What follows belongs to an exercise in optimizing a design on an open flow for small area and a short achievable clock period; a production flow would make more cautious choices.
No run shown here included a check of the RTL's function; only the layout flow was run.
No activity file was given, so power comes from the tool's default toggle rates.

$ cat design/flow/design.v
`timescale 1ns/1ns
module rd_agu(input [7:0][7:0] R, input [2:0] ra, input [7:0] imm,
              output logic [7:0] a, output logic [7:0] addr);
  logic [7:0] g [0:3];
  logic [7:0] p [0:3];
  always_comb begin
    a = 8'd0;
    for (int i = 0; i < 8; i++) a = a | (R[i] & {8{ra == i}});
    g[0] = a & imm;
    p[0] = a ^ imm;
    for (int l = 0; l < 3; l++)
      for (int i = 0; i < 8; i++)
        if (i >= (1 << l)) begin
          g[l+1][i] = g[l][i] | (p[l][i] & g[l][i - (1 << l)]);
          p[l+1][i] = p[l][i] & p[l][i - (1 << l)];
        end else begin
          g[l+1][i] = g[l][i];
          p[l+1][i] = p[l][i];
        end
    addr[0] = p[0][0];
    for (int i = 1; i < 8; i++) addr[i] = p[0][i] ^ g[3][i-1];
  end
endmodule
`timescale 1ns/1ns
module CPU(input clk,rst,
           output [11:0] imem_addr, input [18:0] imem_data,
           output [7:0] dmem_addr, dmem_wdata, output dmem_we, dmem_re, input [7:0] dmem_rdata);
  wire [18:0] ins = imem_data;
  logic [11:0] pc;
  logic z, c;
  logic [7:0][7:0] R;           
  logic [7:0][11:0] stk;        
  logic [2:0] sp;               
  logic [3:0] cnt;              
  wire is_alu  = ~ins[18];                            
  wire is_ld   = ins[18:14] == 5'b10000;
  wire is_st   = ins[18:14] == 5'b10001;
  wire is_sh   = ins[18:16] == 3'b110;
  wire is_br   = ins[18:16] == 3'b101;
  wire is_jmp  = ins[18:15] == 4'b1110;               
  wire is_call = ins[18:14] == 5'b11101;
  wire is_ret  = ins[18:13] == 6'b111100;
  wire wr_reg  = is_alu | is_ld | is_sh;
  wire ld_fl   = is_alu | is_sh;
  wire [7:0] imm = ins[7:0];
  wire [2:0] ra = ins[10:8];
  wire [2:0] rb = ins[18] ? ins[13:11] : ins[7:5];
  wire [7:0] a;
  logic [7:0] rbv;
  always_comb begin
    rbv = 8'd0;
    for (int i = 0; i < 8; i++) rbv = rbv | (R[i] & {8{rb == i}});
  end
  rd_agu rda(.R(R), .ra(ra), .imm(imm), .a(a), .addr(dmem_addr));
  assign dmem_wdata = rbv;
  assign dmem_we    = ~rst & is_st;
  assign dmem_re    = ~rst & is_ld;
  assign imem_addr  = pc;
  wire [2:0] fn = ins[16:14];
  wire [7:0] b = ins[17] ? imm : rbv;
  wire sub = fn[1] & ~fn[2];
  wire y = sub & fn[0] & c;                     
  wire ci = sub | (fn[0] & c);
  logic [7:0] ay;                               
  logic ya;
  always_comb begin
    logic t;
    t = y;
    for (int i = 0; i < 8; i++) begin
      ay[i] = a[i] ^ t;
      t = t & a[i];
    end
    ya = t;
  end
  wire [7:0] bb = sub ? ~b : b;
  wire [8:0] sum9 = {1'b0, ay} + {1'b0, bb} + {8'd0, ci};
  wire c8 = sum9[8] ^ ya ^ sub;                 
  wire [7:0] pp = ay ^ bb;
  wire [7:0] gg = ay & bb;
  wire [7:0] oo = ay | bb;
  logic [7:0] lg;
  always_comb begin
    case (fn[1:0])
      2'b00: lg = gg;
      2'b01: lg = oo;
      2'b10: lg = pp;
      default: lg = ~gg;
    endcase
  end
  wire zsum = (pp[0] == ci) & (pp[7:1] == oo[6:0]);
  wire [7:0] alures = fn[2] ? lg : sum9[7:0];
  wire aluc = ~fn[2] & c8;
  wire aluz = fn[2] ? (lg == 8'd0) : zsum;
  wire [2:0] s = ins[7:5];
  wire [1:0] fn2 = ins[15:14];
  wire right = fn2[0];
  wire [2:0] amt = right ? (3'd0 - s) : s;            
  wire [15:0] dd = {a, a} << amt;
  wire [7:0] rot = dd[15:8];
  wire [7:0] lmask = 8'hff << s;
  wire [7:0] rmask = 8'hff >> s;
  wire [7:0] shres = fn2[1] ? rot : (rot & (right ? rmask : lmask));
  wire shc = ~fn2[1] & (s != 3'd0) & (right ? rot[7] : rot[0]);
  wire [7:0] res = is_sh ? shres : alures;
  wire nc = is_sh ? shc : aluc;
  wire nz = is_sh ? (shres == 8'd0) : aluz;
  wire [7:0] wd = is_ld ? dmem_rdata : res;
  logic [7:0] spd;
  wire live = cnt != 4'd0;
  always_comb for (int i = 0; i < 8; i++) spd[i] = (sp == i);
  logic [11:0] top;
  always_comb begin
    top = 12'd0;
    for (int i = 0; i < 8; i++) top = top | (stk[i] & {12{spd[i] & live}});
  end
  wire cond = (ins[15] ? c : z) ^ ins[14];
  wire taken = is_br & cond;
  wire [11:0] pcn = pc + ({{4{imm[7]}}, imm} & {12{taken}}) + 12'd1;
  logic [11:0] npc;
  always_comb begin
    if (is_jmp)         npc = ins[11:0];
    else if (is_ret)    npc = top;
    else                npc = pcn;
  end
  always_ff @(posedge clk, posedge rst) begin
    if (rst) begin
      pc <= 12'd0;
      z <= 1'b0;
      c <= 1'b0;
      R <= '0;
      sp <= 3'd0;
      cnt <= 4'd0;
    end else begin
      pc <= npc;
      if (ld_fl) begin
        z <= nz;
        c <= nc;
      end
      for (int i = 0; i < 8; i++)
        if (wr_reg && ins[13:11] == i) R[i] <= wd;
      if (is_call) begin
        sp <= sp + 3'd1;
        if (cnt != 4'd8) cnt <= cnt + 4'd1;
      end else if (is_ret) begin
        sp <= sp - 3'd1;
        if (cnt != 4'd0) cnt <= cnt - 4'd1;
      end
    end
  end
  always_ff @(posedge clk)
    for (int i = 0; i < 8; i++)
      if (is_call & spd[(i + 7) % 8]) stk[i] <= pcn;
endmodule
$ cat design/flow/flow/run.sh
#!/bin/bash
# Own layout flow: the standard ORFS flow with changes to synthesis (no
# full/half-adder extraction; abc maps the top module for area and the
# modules in KEEP for speed) and plain buffers on the ports. Each step's
# output goes to a log of its own in this folder.
set -euo pipefail
HERE=$(pwd)
FL=$HERE/flow
KEEP=$(cat "$FL/keep_modules.txt")

# synthesis script: the standard flow's, sourcing ORFS's synth.tcl with the abc call
# replaced by flow/abc_step.tcl
sed "s#@FL@#$FL#g" "$FL/abc_step.tcl" > "$HERE/own_abc_step.tcl"
sed "s#log_cmd abc {\\*}\$abc_args#source $HERE/own_abc_step.tcl#" \
  "$FLOW_HOME/scripts/synth.tcl" > "$HERE/own_synth_core.tcl"
grep -q 'own_abc_step' "$HERE/own_synth_core.tcl"
sed "s#source \$::env(SCRIPTS_DIR)/synth.tcl#source $HERE/own_synth_core.tcl#" \
  "$HERE/synth_recipe.tcl" > "$HERE/own_synth.tcl"
grep -q own_synth_core "$HERE/own_synth.tcl"

bash standard.sh SYNTH_SCRIPT="$HERE/own_synth.tcl" ADDER_MAP_FILE= SYNTH_OPERATIONS_ARGS=" " \
  SYNTH_KEEP_MODULES="$KEEP" synth > "$HERE/synth.log" 2>&1

EXTRA=()
if [[ -f $FL/extra.mk ]]; then
  while read -r l; do [[ -n $l && $l != \#* ]] && EXTRA+=("$l"); done < "$FL/extra.mk"
fi
bash standard.sh "${EXTRA[@]}" finish > "$HERE/layout.log" 2>&1
$ cat design/flow/flow/abc_step.tcl
# abc mapping: the modules kept apart (SYNTH_KEEP_MODULES) for speed, the
# top module for area. @FL@ is replaced by the flow folder.
set own_rest [lrange $abc_args 2 end]
foreach own_m $::env(SYNTH_KEEP_MODULES) {
  log_cmd abc -script @FL@/fast.abc {*}$own_rest $own_m
}
log_cmd abc -script @FL@/synth.abc {*}$own_rest $::env(DESIGN_NAME)
$ cat design/flow/flow/extra.mk
# make variables for the layout steps, one per line
BUFFER_PORTS_ARGS=-buffer_cell sky130_fd_sc_hd__buf_1
CTS_ARGS=-sink_clustering_enable -repair_clock_nets -buf_list sky130_fd_sc_hd__clkbuf_8 -dont_use_dummy_load
$ cat design/flow/flow/fast.abc
strash
dch
map -D 1000
topo
buffer -c
upsize -c -D 1000
dnsize -c -D 1000
$ cat design/flow/flow/keep_modules.txt
rd_agu
$ cat design/flow/flow/synth.abc
strash
dch
map -D 3500
topo
buffer -c
upsize -c -D 3500
dnsize -c -D 3500
$ cat design/flow/standard.sh
#!/bin/bash
# synth_recipe.tcl (not shown) runs the flow's synth.tcl, then flattens the netlist and writes it again
# the make line also repeats each setting of config.mk as NAME=value (left out here)
make -C /OpenROAD-flow-scripts/flow DESIGN_CONFIG=/design/flow/config.mk WORK_HOME=/design/flow/orfs CLKGATE_MAP_FILE= SYNTH_SCRIPT=/design/flow/synth_recipe.tcl "${@:-finish}"
$ cat design/flow/config.mk
export PLATFORM = sky130hd
export DESIGN_NAME = CPU
export DESIGN_NICKNAME = CPU
export VERILOG_FILES = /design/flow/design.v
export SDC_FILE = /design/flow/constraint.sdc
export NUM_CORES = 4
export LEC_CHECK = 0
export CAP_MARGIN = 5
export CORE_MARGIN = 2
export CORE_UTILIZATION = 60
export CTS_BUF_LIST = sky130_fd_sc_hd__clkbuf_8
export SETUP_SLACK_MARGIN = 2.5
export SLEW_MARGIN = 5
$ cat design/flow/constraint.sdc
create_clock -name core_clock -period 7.5 [get_ports {clk}]
set_input_delay 1.5000 -clock core_clock [delete_from_list [all_inputs] [get_ports {clk}]]
set_output_delay 1.5000 -clock core_clock [all_outputs]
set_load 0.01 [all_outputs]
==> results.py, run 1 <==
metrics = {
    "setup_path": {
        "cp-end-kind": "output pin",
        "criticalPathCategory": "in -> out",
        "r2r_setup_slack_ns": 3.70,
        "r2r_cells": 22,
        "rr_startpoint": "c$_DFFE_PP0P_",
        "cp-start-kind": "input port",
        "rr_endpoint": "pc[9]$_DFF_PP0_",
        "required_ns": 6.00,
        "crit_arrival_ns": 3.42,
        "worst-path-max-fanout": 19,
    },
    "die": {
        "die_x_um": 137,
        "coreArea_um2": 17300,
        "rows": 48,
        "start_util": 0.614,
        "boundaryPins": 59,
        "design.die.area_um2": 18800,
        "die_h_um": 137,
    },
    "route": {
        "drt_iter0_drc": 1125,
        "vias_per_cell": 6.37,
        "met3_length_mm": 2.60,
        "finalWirelength_mm": 33.1,
        "num_vias": 9931,
        "drc_errors": 0,
        "wl_per_cell_um": 21.2,
        "met2_length_mm": 16.0,
        "top_layer_used": "met4",
        "antenna_left": 0,
        "met1Wirelength_mm": 13.2,
        "drt-pass1-iter-count": 8,
    },
    "power": {
        "ir_drop_mv": 0.163,
        "finalPower_mw": 3.71,
        "power.density_nw_per_um2": 311,
        "leakage_nw": 4.81,
    },
    "synth": {
        "synth-async-reset-ratio": 0.470,
        "synth.cell_area_um2": 10600,
        "synth.distinct_cells": 65,
        "yosys.cell_count.top_type": "nand2_1",
        "syn-num-nets": 1292,
        "synth_flop_cell": "edfxtp_1",
        "synth_edf_count": 96,
        "synthCells": 1263,
        "synthTopCellsByArea": "edfxtp_1 27%, dfrtp_1 20%, nand2_1 8.1%",
        "yosysWarnings": 4,
        "synth_top_area_frac": 0.272,
        "synth_top_cell_by_area": "edfxtp_1",
        "ys_seq_elements": 181,
        "syn_avg_cell_area_um2": 8.40,
        "ys_seq_area_frac": 0.472,
        "synth_common_cells": "228 x nand2_1, 142 x inv_1, 134 x o21ai_0",
    },
    "timing": {
        "skew_ns": 0.0315,
        "tns_ns": 0,
        "tightest_slew_ns": 1.18,
        "grt_setup_unrepaired": "true",
        "relSlewSlack": 0.212,
        "fin_crit_sh": 0.657,
        "finalHoldViolCount": 0,
        "min_period_ns": 4.92,
        "slew_viol_final": 0,
        "setup_viol": 0,
        "max_freq_mhz": 203,
    },
    "global_route": {
        "grt_pass1_vias": 9107,
        "antenna_found_initial": 0,
        "overflow": 0,
        "grt_pass1_wl_mm": 50.3,
        "grt_max_degree": 55,
        "grtUsageTotal": 0.358,
    },
    "cts": {
        "htree_num_levels": 4,
        "path_clk_slew_ns": 0.07,
        "cts_buffers": 17,
        "root_buffer": "clkbuf_8",
        "cts.sink_count": 181,
        "cts-hold-fix-buffers": 0,
        "max-clock-path-buffers": 2,
        "cts_tree": "built",
        "worstSkewPairLatency_ns": 0.48,
    },
    "min_path": {
        "min_to": "cnt[0]$_DFFE_PP0P_",
        "hold_path.startpoint": "cnt[0]$_DFFE_PP0P_",
        "hold_depth": 1,
        "hold_class": "reg -> reg",
    },
    "place": {
        "gp_congestion": 1.01,
        "dpl.hpwl_mm": 24.9,
        "port_buffers": 58,
    },
    "cells_and_area": {
        "drive_above_1_share": 0.121,
        "synthToLayoutAreaGrowth_pct": 12.3,
        "fin_nets": 1363,
    },
    "flow_run": {
        "cap_violations": 0,
    },
    "status": {
        "outcome": "no timing/DRC/antenna violations",
    },
}
cells by family after synthesis:
family	synth area share
buffers and inverters	0.0745
multiplexers	0.00283
AND/OR/NAND/NOR	0.214
flip-flops	0.472
AO/OA/AOI/OAI	0.200
XOR/XNOR	0.0371
per-module statistics from Yosys, one instance, submodules excluded:
module / area (um^2) / cells inside
CPU: 9300 / 1058
rd_agu: 1310 / 205
worst max-delay path, stage by stage:
cell and delay [ns]:
buf_6 0.19, buf_8 0.20, nand4_1 0.10, nand4_1 0.26, buf_4 0.17, inv_1 0.04, nand3b_2 0.13, nand4_2 0.14
a2111oi_2 0.26, o22ai_1 0.11, nand2_1 0.13, buf_1 0.17
how the worst max path moves through the flow:
stage	start	endpoint	cells past startpoint
CTS	imem_data[13]	dmem_wdata[6]	13
floorplan	imem_data[8]	R[15]$_DFFE_PP0P_	25
finish	imem_data[10]	dmem_addr[5]	12
global placement	imem_data[9]	R[7]$_DFFE_PP0P_	23
detailed placement	imem_data[9]	R[31]$_DFFE_PP0P_	23
global route	imem_data[5]	R[54]$_DFFE_PP0P_	25
metrics by stage:
step                      hold WS [ns]  cell area, um^2  cells  utilization  worst slack [ns]
final                            0.533            11900   1558        0.689              2.58
after global routing             0.549            11900   1557        0.689              2.45
after CTS                        0.527            11500   1544        0.663              2.44
after detailed placement         0.512            11100   1525        0.643              1.22
after global placement           0.491            11100   1525        0.643              1.23
after floorplan                  0.474            10600   1263            -              2.70
sequential cells by signal, summed over array words and instances (netlist names):
name	count
z	1
cnt	4
sp	3
R	64
pc	12
c	1
stk	96
repair_timing:
action	in CTS	in global routing
setup buffers	2	13
pin swaps	1	20
endpoints found under the setup margin	90	103
hold endpoints to repair	0	0
gates resized for setup	36	89
where the power goes:
group	switching [mW]	total, mW	internal [mW]	leakage [nW]
clock network	0.304	0.504	0.200	0.122
logic	1.12	1.65	0.524	2.76
registers	0.216	1.56	1.34	1.93
placed cells by master, fill, tap and decap left out, types with 6 or more instances in the layout:
cell       netlist  routed
a211oi_1         6       6
nor2_1         129     115
xor2_1          41      39
dfrtp_1         85      85
o2111ai_1       17      11
a221oi_1        15      13
o21ai_0        134     123
a21oi_1         55      53
nor2_4           0       8
nand3_1         35      32
nor3_1          15      10
buf_4            4      35
o21ai_2          3       6
a22oi_1         40      40
buf_1            8      47
nor4_2           0       7
edfxtp_1        96      96
nor2_2           3       9
clkbuf_8         0      17
nand2_1        228     225
inv_1          142     139
nand4_1         58      58
o21ai_1         11      16
o211ai_1        10      10
cell type report:
cell class	count	area, um^2
fill	1422	5370
sequential	181	5010
inverter	150	574
antenna	1	2.50
clock buffer	17	234
multi-input combinational	887	5240
tap	225	282
timing repair buffer	97	584
routing by layer:
layer,global-route usage,up-vias
met5,0,-
met4,0.147,0
met3,0.0537,95
met2,0.597,536
met1,0.467,4709
li1,-,4591
==> run 2: changes to the inputs <==
==> design/flow/flow/fast.abc (replaced) <==
strash
dch
map -D 1400
topo
buffer -c
upsize -c -D 1400
dnsize -c -D 1400
==> run 2 against run 1 <==
Non-clock buffer count up 25. Clock power decreased by 2%. Sequential power barely moved. Critical path type unchanged. Critical endpoint is now dmem_addr[7]. Global-route usage is 3.2 points lower.
==> results.py, run 2 <==
metrics = {
    "synth": {
        "ys_seq_area_frac": 0.499,
        "synth_edf_count": 96,
        "synth_flop_cell": "edfxtp_1",
        "synth-async-reset-ratio": 0.470,
        "syn-num-nets": 1199,
        "yosysWarnings": 4,
        "synth_top_area_frac": 0.287,
        "syn_avg_cell_area_um2": 8.58,
        "synth_common_cells": "218 x nand2_1, 133 x o21ai_0, 131 x nor2_1",
        "ys_seq_elements": 181,
        "yosys.cell_count.top_type": "nand2_1",
        "synth_top_cell_by_area": "edfxtp_1",
        "synthTopCellsByArea": "edfxtp_1 29%, dfrtp_1 21%, nand2_1 8.2%",
        "synth.distinct_cells": 49,
        "synth.cell_area_um2": 10000,
        "synthCells": 1170,
    },
    "die": {
        "rows": 47,
        "die_x_um": 133,
        "start_util": 0.610,
        "boundaryPins": 59,
        "coreArea_um2": 16500,
        "die_h_um": 133,
        "design.die.area_um2": 17800,
    },
    "setup_path": {
        "required_ns": 6.00,
        "r2r_cells": 20,
        "cp_cell_sequence": "buf_8 > clkinv_8 > nor3_4 > buf_4 > buf_4 > a22oi_2 > nand4_1 > buf_4 > nor2_1 > nor2_4 > inv_1 > nor2_2 > nand3_1 > nand2_1 > xor2_1 > buf_2",
        "cp-end-kind": "output pin",
        "cp_slowest_stage_delay_ns": 0.23,
        "rr_startpoint": "c$_DFFE_PP0P_",
        "rr_endpoint": "pc[10]$_DFF_PP0_",
        "worst-path-max-fanout": 6,
        "cp.depth": 16,
        "cp_slowest_cell": "nor3_4",
        "endpoint": "dmem_addr[7]",
        "path_buf_inv": 7,
        "cp_top_family": "buffers and inverters",
        "cp-start-kind": "input port",
        "path_common_cell": "buf_4",
        "crit_arrival_ns": 3.53,
        "r2r_setup_slack_ns": 3.79,
        "crit_start": "imem_data[8]",
        "criticalPathCategory": "in -> out",
    },
    "timing": {
        "skew_ns": 0.0258,
        "max_freq_mhz": 199,
        "grt_setup_unrepaired": "true",
        "slew_viol_final": 0,
        "relSlewSlack": 0.253,
        "fin_crit_sh": 0.670,
        "min_period_ns": 5.03,
        "setup_viol": 0,
        "tightest_slew_ns": 1.11,
        "tns_ns": 0,
        "finalHoldViolCount": 0,
    },
    "cts": {
        "max-clock-path-buffers": 2,
        "cts-hold-fix-buffers": 0,
        "htree_num_levels": 4,
        "worstSkewPairLatency_ns": 0.46,
        "cts_tree": "built",
        "path_clk_slew_ns": 0.07,
        "root_buffer": "clkbuf_8",
        "cts_buffers": 17,
        "cts.sink_count": 181,
    },
    "cells_and_area": {
        "final_cell_mix": "216 x nand2_1, 128 x o21ai_0, 116 x inv_1",
        "reg_top3": "stk: 96 flops, R: 64 flops, pc: 12 flops",
        "drive_above_1_share": 0.151,
        "final_core_util": 0.710,
        "stdcell_count": 1495,
        "largest_reg_flops": 96,
        "fin_nets": 1306,
        "diodes": 0,
        "fillCellCount": 1329,
        "regMostFlops": "stk",
        "final_common_cell": "nand2_1",
        "synthToLayoutAreaGrowth_pct": 16.5,
    },
    "global_route": {
        "grt_pass1_vias": 8336,
        "grt_pass1_wl_mm": 44.6,
        "grtUsageTotal": 0.325,
        "antenna_found_initial": 0,
        "overflow": 0,
        "grt_max_degree": 86,
    },
    "place": {
        "port_buffers": 58,
        "dpl.hpwl_mm": 20.1,
        "gp_congestion": 0.972,
        "placed_cells": 1430,
    },
    "route": {
        "wl_per_cell_um": 19.5,
        "antenna_left": 0,
        "vias_per_cell": 6.08,
        "drc_errors": 0,
        "finalWirelength_mm": 29.1,
        "drt-pass1-iter-count": 6,
        "num_vias": 9087,
        "drt_iter0_drc": 974,
    },
    "power": {
        "leakage_nw": 4.73,
        "power.density_nw_per_um2": 309,
        "ir_drop_mv": 0.157,
    },
    "status": {
        "outcome": "no timing/DRC/antenna violations",
    },
    "flow_run": {
        "cap_violations": 0,
    },
    "min_path": {
        "hold_class": "reg -> reg",
    },
}
[run 2: layout make-up]
cell class                 count  area, um^2  share of cell area
timing repair buffer         122         786              0.0672
sequential                   181        5010               0.429
tap                          220         275              0.0235
clock buffer                  17         234              0.0200
inverter                     129         531              0.0454
multi-input combinational    826        4860               0.415
[run 2: logic make-up (layout without fill, tap and decap cells)]
group	count (synthesis)	in the layout	synth area share
buffers and inverters	163	268	0.0613
adder cells (fa/ha/maj)	1	1	0.000997
flip-flops	181	181	0.499
XOR/XNOR	50	50	0.0436
AND/OR/NAND/NOR	443	443	0.190
AO/OA/AOI/OAI	329	329	0.202
multiplexers	3	3	0.00299
[run 2: repair_timing]
action | 4_1_cts | 5_1_grt
setup buffers | 27 | 21
pin swaps | 11 | 17
cloned | 0 | 0
gates resized for setup | 60 | 74
endpoints found under the setup margin | 68 | 87
[run 2: where the power goes]
group / total (mW) / internal, mW / switching, mW / leakage [nW]
registers: 1.54 / 1.34 / 0.198 / 1.93
clock network: 0.496 / 0.201 / 0.296 / 0.122
logic: 1.58 / 0.542 / 1.04 / 2.68
total: 3.61 / 2.08 / 1.53 / 4.73
[run 2: worst reg2reg max path: stages, from the launching register on]
cell	delay, ns
dfrtp_1	0.37
inv_1	0.07
nand2_1	0.05
o21ai_0	0.10
or2_2	0.29
nand3_1	0.24
nor2_1	0.09
nor2_1	0.15
inv_1	0.08
a21oi_1	0.21
o21ai_0	0.15
a21oi_1	0.23
nor2_1	0.08
nor2_1	0.22
a21oi_1	0.15
a31oi_1	0.27
nor3_1	0.08
nor3_1	0.26
xnor2_2	0.19
a21oi_1	0.22
o21ai_0	0.10
[run 2: worst min-delay path by stage]
stage	cells after the start	from	end	slack [ns]
global route	2	R[22]$_DFFE_PP0P_	R[22]$_DFFE_PP0P_	0.55
floorplan	2	R[62]$_DFFE_PP0P_	R[62]$_DFFE_PP0P_	0.48
finish	2	R[0]$_DFFE_PP0P_	R[0]$_DFFE_PP0P_	0.52
detailed placement	2	R[0]$_DFFE_PP0P_	R[0]$_DFFE_PP0P_	0.50
global placement	2	R[22]$_DFFE_PP0P_	R[22]$_DFFE_PP0P_	0.50
CTS	2	R[0]$_DFFE_PP0P_	R[0]$_DFFE_PP0P_	0.51
[run 2: Yosys stat by module, one instance, submodules excluded]
module	copies in the design	cells
CPU	1	1058
rd_agu	1	112
[run 2: per-layer routing]
metal	share of wire	global-route usage
met1	0.40	0.428
met2	0.49	0.532
met3	0.079	0.0601
met4	0.038	0.142
met5	0	0
[run 2: stage by stage]
step	worst slack, ns	total power, mW	cell area [um^2]	hold slack (ns)
2_1_floorplan	2.80	2.46	10000	0.475
3_5_place_dp	1.15	2.93	10600	0.496
5_1_grt	2.41	3.85	11700	0.553
6_report	2.47	3.61	11700	0.520
4_1_cts	2.42	3.50	11300	0.514
3_3_place_gp	1.14	2.92	10600	0.500
==> run 3: changes to the inputs <==
--- a/design/flow/design.v
+++ b/design/flow/design.v
@@ -1,12 +1,9 @@
 `timescale 1ns/1ns
-module rd_agu(input [7:0][7:0] R, input [2:0] ra, input [7:0] imm,
-              output logic [7:0] a, output logic [7:0] addr);
+module agu(input [7:0] a, b, output logic [7:0] s);
   logic [7:0] g [0:3];
   logic [7:0] p [0:3];
   always_comb begin
-    a = 8'd0;
-    for (int i = 0; i < 8; i++) a = a | (R[i] & {8{ra == i}});
-    g[0] = a & imm;
-    p[0] = a ^ imm;
+    g[0] = a & b;
+    p[0] = a ^ b;
     for (int l = 0; l < 3; l++)
       for (int i = 0; i < 8; i++)
@@ -18,6 +15,33 @@
           p[l+1][i] = p[l][i];
         end
-    addr[0] = p[0][0];
-    for (int i = 1; i < 8; i++) addr[i] = p[0][i] ^ g[3][i-1];
+    s[0] = p[0][0];
+    for (int i = 1; i < 8; i++) s[i] = p[0][i] ^ g[3][i-1];
+  end
+endmodule
+module alucore(input [7:0] a, bb, input y, sub, ci, output logic [7:0] s,
+               output logic c8, zero);
+  logic [7:0] ay, pp, oo;
+  logic [8:0] g [0:4];
+  logic [8:0] p [0:4];
+  always_comb begin
+    for (int i = 0; i < 8; i++) ay[i] = a[i] ^ (y & (&(a | ~((8'd1 << i) - 8'd1))));
+    g[0][0] = ci;
+    p[0][0] = 1'b0;
+    g[0][8:1] = ay & bb;
+    p[0][8:1] = ay ^ bb;
+    for (int l = 0; l < 4; l++)
+      for (int i = 0; i < 9; i++)
+        if (i >= (1 << l)) begin
+          g[l+1][i] = g[l][i] | (p[l][i] & g[l][i - (1 << l)]);
+          p[l+1][i] = p[l][i] & p[l][i - (1 << l)];
+        end else begin
+          g[l+1][i] = g[l][i];
+          p[l+1][i] = p[l][i];
+        end
+    for (int i = 0; i < 8; i++) s[i] = p[0][i+1] ^ g[4][i];
+    c8 = g[4][8] ^ (y & (&a)) ^ sub;
+    pp = ay ^ bb;
+    oo = ay | bb;
+    zero = (pp[0] == ci) & (pp[7:1] == oo[6:0]);
   end
 endmodule
@@ -46,11 +70,14 @@
   wire [2:0] ra = ins[10:8];
   wire [2:0] rb = ins[18] ? ins[13:11] : ins[7:5];
-  wire [7:0] a;
-  logic [7:0] rbv;
+  logic [7:0] a, rbv;
   always_comb begin
+    a = 8'd0;
     rbv = 8'd0;
-    for (int i = 0; i < 8; i++) rbv = rbv | (R[i] & {8{rb == i}});
+    for (int i = 0; i < 8; i++) begin
+      a = a | (R[i] & {8{ra == i}});
+      rbv = rbv | (R[i] & {8{rb == i}});
+    end
   end
-  rd_agu rda(.R(R), .ra(ra), .imm(imm), .a(a), .addr(dmem_addr));
+  agu agu0(.a(a), .b(imm), .s(dmem_addr));
   assign dmem_wdata = rbv;
   assign dmem_we    = ~rst & is_st;
@@ -62,21 +89,11 @@
   wire y = sub & fn[0] & c;                     
   wire ci = sub | (fn[0] & c);
-  logic [7:0] ay;                               
-  logic ya;
-  always_comb begin
-    logic t;
-    t = y;
-    for (int i = 0; i < 8; i++) begin
-      ay[i] = a[i] ^ t;
-      t = t & a[i];
-    end
-    ya = t;
-  end
   wire [7:0] bb = sub ? ~b : b;
-  wire [8:0] sum9 = {1'b0, ay} + {1'b0, bb} + {8'd0, ci};
-  wire c8 = sum9[8] ^ ya ^ sub;                 
-  wire [7:0] pp = ay ^ bb;
-  wire [7:0] gg = ay & bb;
-  wire [7:0] oo = ay | bb;
+  wire [7:0] asum;
+  wire c8, zsum;
+  alucore core0(.a(a), .bb(bb), .y(y), .sub(sub), .ci(ci), .s(asum), .c8(c8), .zero(zsum));
+  wire [7:0] pp = a ^ bb;
+  wire [7:0] gg = a & bb;
+  wire [7:0] oo = a | bb;
   logic [7:0] lg;
   always_comb begin
@@ -88,6 +105,5 @@
     endcase
   end
-  wire zsum = (pp[0] == ci) & (pp[7:1] == oo[6:0]);
-  wire [7:0] alures = fn[2] ? lg : sum9[7:0];
+  wire [7:0] alures = fn[2] ? lg : asum;
   wire aluc = ~fn[2] & c8;
   wire aluz = fn[2] ? (lg == 8'd0) : zsum;
==> design/flow/flow/fast.abc (replaced) <==
strash
dch
map -D 700
topo
buffer -c
upsize -c -D 700
dnsize -c -D 700
==> design/flow/flow/keep_modules.txt (replaced) <==
agu alucore
==> run 3 against run 2 <==
Non-clock buffer count grew 13. Routed wire length grew 15%. Combinational power grew 15%. Critical path type unchanged. Largest cell class is now multi-input gates.
==> results.py, run 3 <==
metrics = {
    "synth": {
        "yosys.cell_count.top_type": "nand2_1",
        "synth.distinct_cells": 62,
        "synth-async-reset-ratio": 0.470,
        "ys_seq_area_frac": 0.474,
        "synth_top_area_frac": 0.272,
        "syn_avg_cell_area_um2": 8.53,
        "synth_top_cell_by_area": "edfxtp_1",
        "synth.cell_area_um2": 10600,
        "synthTopCellsByArea": "edfxtp_1 27%, dfrtp_1 20%, nand2_1 8.7%",
        "synth_common_cells": "246 x nand2_1, 137 x o21ai_0, 126 x inv_1",
        "syn-num-nets": 1269,
        "yosysWarnings": 7,
        "ys_seq_elements": 181,
        "synth_edf_count": 96,
        "synth_flop_cell": "edfxtp_1",
        "synthCells": 1240,
    },
    "cts": {
        "worstSkewPairLatency_ns": 0.48,
        "cts_buffers": 17,
        "cts-hold-fix-buffers": 0,
        "cts.sink_count": 181,
        "cts_tree": "built",
        "max-clock-path-buffers": 2,
        "root_buffer": "clkbuf_8",
        "path_clk_slew_ns": 0.08,
        "htree_num_levels": 4,
    },
    "setup_path": {
        "cp_slowest_stage_delay_ns": 0.32,
        "path_common_cell": "buf_4",
        "cp-start-kind": "input port",
        "cp_top_family": "buffers and inverters",
        "r2r_setup_slack_ns": 3.67,
        "cp-end-kind": "output pin",
        "cp_slowest_cell": "nor3_4",
        "crit_arrival_ns": 3.82,
        "criticalPathCategory": "in -> out",
        "worst-path-max-fanout": 8,
        "cp_cell_sequence": "buf_12 > buf_4 > nor3_4 > nand2_1 > nand3_1 > a221o_1 > a221oi_2 > buf_4 > clkinvlp_4 > nand2_2 > buf_4 > buf_4 > a21oi_2 > inv_2 > o21bai_1 > o22ai_1 > nand2_1 > buf_2",
        "required_ns": 6.00,
        "path_buf_inv": 8,
    },
    "global_route": {
        "overflow": 0,
        "grt_pass1_wl_mm": 49.9,
        "grt_pass1_vias": 9080,
        "grt_max_degree": 46,
        "antenna_found_initial": 0,
        "grtUsageTotal": 0.358,
    },
    "route": {
        "wl_per_cell_um": 21.2,
        "finalWirelength_mm": 33.6,
        "drt-pass1-iter-count": 6,
        "vias_per_cell": 6.41,
        "drc_errors": 0,
        "num_vias": 10146,
        "antenna_left": 0,
        "drt_iter0_drc": 1367,
    },
    "timing": {
        "finalHoldViolCount": 0,
        "slew_viol_final": 0,
        "skew_ns": 0.0398,
        "tightest_slew_ns": 1.21,
        "min_period_ns": 5.32,
        "grt_setup_unrepaired": "true",
        "fin_crit_sh": 0.709,
        "relSlewSlack": 0.193,
        "max_freq_mhz": 188,
        "tns_ns": 0,
        "setup_viol": 0,
    },
    "cells_and_area": {
        "fin_nets": 1389,
        "diodes": 0,
        "reg_top3": "stk: 96 flops, R: 64 flops, pc: 12 flops",
        "largest_reg_flops": 96,
        "regMostFlops": "stk",
        "drive_above_1_share": 0.158,
        "final_cell_mix": "242 x nand2_1, 128 x o21ai_0, 115 x inv_1",
        "fillCellCount": 1362,
        "final_common_cell": "nand2_1",
        "synthToLayoutAreaGrowth_pct": 16.0,
    },
    "power": {
        "power.density_nw_per_um2": 313,
        "leakage_nw": 5.04,
        "finalPower_mw": 3.84,
        "ir_drop_mv": 0.211,
    },
    "place": {
        "port_buffers": 58,
        "dpl.hpwl_mm": 23.4,
        "gp_congestion": 0.946,
    },
    "status": {
        "outcome": "no timing/DRC/antenna violations",
    },
    "die": {
        "die_h_um": 137,
        "design.die.area_um2": 18700,
        "start_util": 0.612,
        "boundaryPins": 59,
        "rows": 48,
        "coreArea_um2": 17300,
        "die_x_um": 137,
    },
    "flow_run": {
        "cap_violations": 0,
    },
    "min_path": {
        "hold_class": "reg -> reg",
    },
}
run 3: routing by layer:
metal,up-vias,GRT usage,wire length [um]
met5,-,0,0
met4,0,0.129,1340
met3,115,0.0715,3060
met2,604,0.579,15800
met1,4822,0.483,13400
li1,4605,-,-
run 3: kinds of logic (layout without fill, tap and decap cells):
group           Yosys count  after routing  share of synthesized area
compound gates          356            356                      0.213
xor+xnor                 50             50                     0.0529
buf+inv                 166            284                     0.0600
flops                   181            181                      0.474
mux                       2              2                    0.00189
simple gates            485            485                      0.199
run 3: where the power goes:
| group | internal (mW) | switching [mW] |
|---|---|---|
| clock | 0.201 | 0.307 |
| combinational | 0.632 | 1.18 |
| sequential | 1.34 | 0.181 |
run 3: repair_timing:
item | CTS | global route
pin swaps | 18 | 34
buffers inserted | 23 | 25
setup endpoints to repair | 111 | 111
gates resized for setup | 79 | 62
cloned | 0 | 1
run 3: through the flow:
stage | util | cells | hold slack (ns) | setup WS, ns | area, um^2
CTS | 0.685 | 1557 | 0.497 | 2.32 | 11900
floorplan | - | 1240 | 0.453 | 2.54 | 10600
finish | 0.710 | 1583 | 0.490 | 2.18 | 12300
detailed placement | 0.646 | 1517 | 0.476 | 1.02 | 11200
global route | 0.710 | 1583 | 0.531 | 2.09 | 12300
global placement | 0.646 | 1517 | 0.468 | 1.09 | 11200
run 3: Yosys stat by module (local to each module, per instance):
module	cells	times used
agu	70	1
alucore	147	1
CPU	1023	1
run 3: worst paths after layout:
path	from	endpoint	cells past startpoint
setup / recovery	imem_data[8]	dmem_addr[7]	18
hold / removal	R[45]$_DFFE_PP0P_	R[45]$_DFFE_PP0P_	2
setup reg to reg	c$_DFFE_PP0P_	pc[11]$_DFF_PP0_	22
hold reg to reg	R[45]$_DFFE_PP0P_	R[45]$_DFFE_PP0P_	2
max in group asynchronous	rst	cnt[1]$_DFFE_PP0P_	3
min in group asynchronous	rst	R[61]$_DFFE_PP0P_	2
run 3: worst reg2reg max path, delay by kind of cell (launching register included):
family	cells	cell delay, ns
buffers and inverters	3	0.25
AOI/OAI and AO/OA	6	1.25
and+or+nand+nor	12	1.60
DFF	1	0.35
xor gates and xnor gates	1	0.32
run 3: area by class of cell:
type	instances	area (um^2)	area share
inverters	131	531	0.0432
well taps	225	282	0.0229
multi-input cells	893	5340	0.435
repair buffers	135	873	0.0712
repair inverters	1	5.00	0.000408
clock buffers	17	234	0.0191
flip-flops and latches	181	5010	0.408

## afterwards: timing with drivers on the ports
No port has a modelled driver above. Below, the same layouts with a new extraction and two added sets of constraints. Step 1 (the two cells are an assumption about what drives the block):
set clk [get_ports {clk}]
set_driving_cell -lib_cell sky130_fd_sc_hd__clkbuf_16 $clk
set_driving_cell -lib_cell sky130_fd_sc_hd__buf_2 [delete_from_list [all_inputs] $clk]
Step 2, shift: input delay + t, output delay - t, t = (earliest + latest rising clock arrival at the registers) / 2. This alone moves slack from input paths to output paths. Three values: no drivers, after step 1, after step 2; two values: the first two.
run | t (ns) | setup slack, ns | worst slew at a driven data input, ns
run 1 | 0.508 | 2.576 / 2.495 / 2.143 | 0.08
run 2 | 0.492 | 2.473 / 2.422 / 2.139 | 0.06
run 3 | 0.492 | 2.184 / 2.131 / 2.071 | 0.07
After both steps every run listed still meets setup and hold. For run 1, which loses most, drivers alone change the setup slack by -0.081 ns; drivers and shift together by -0.433 ns.
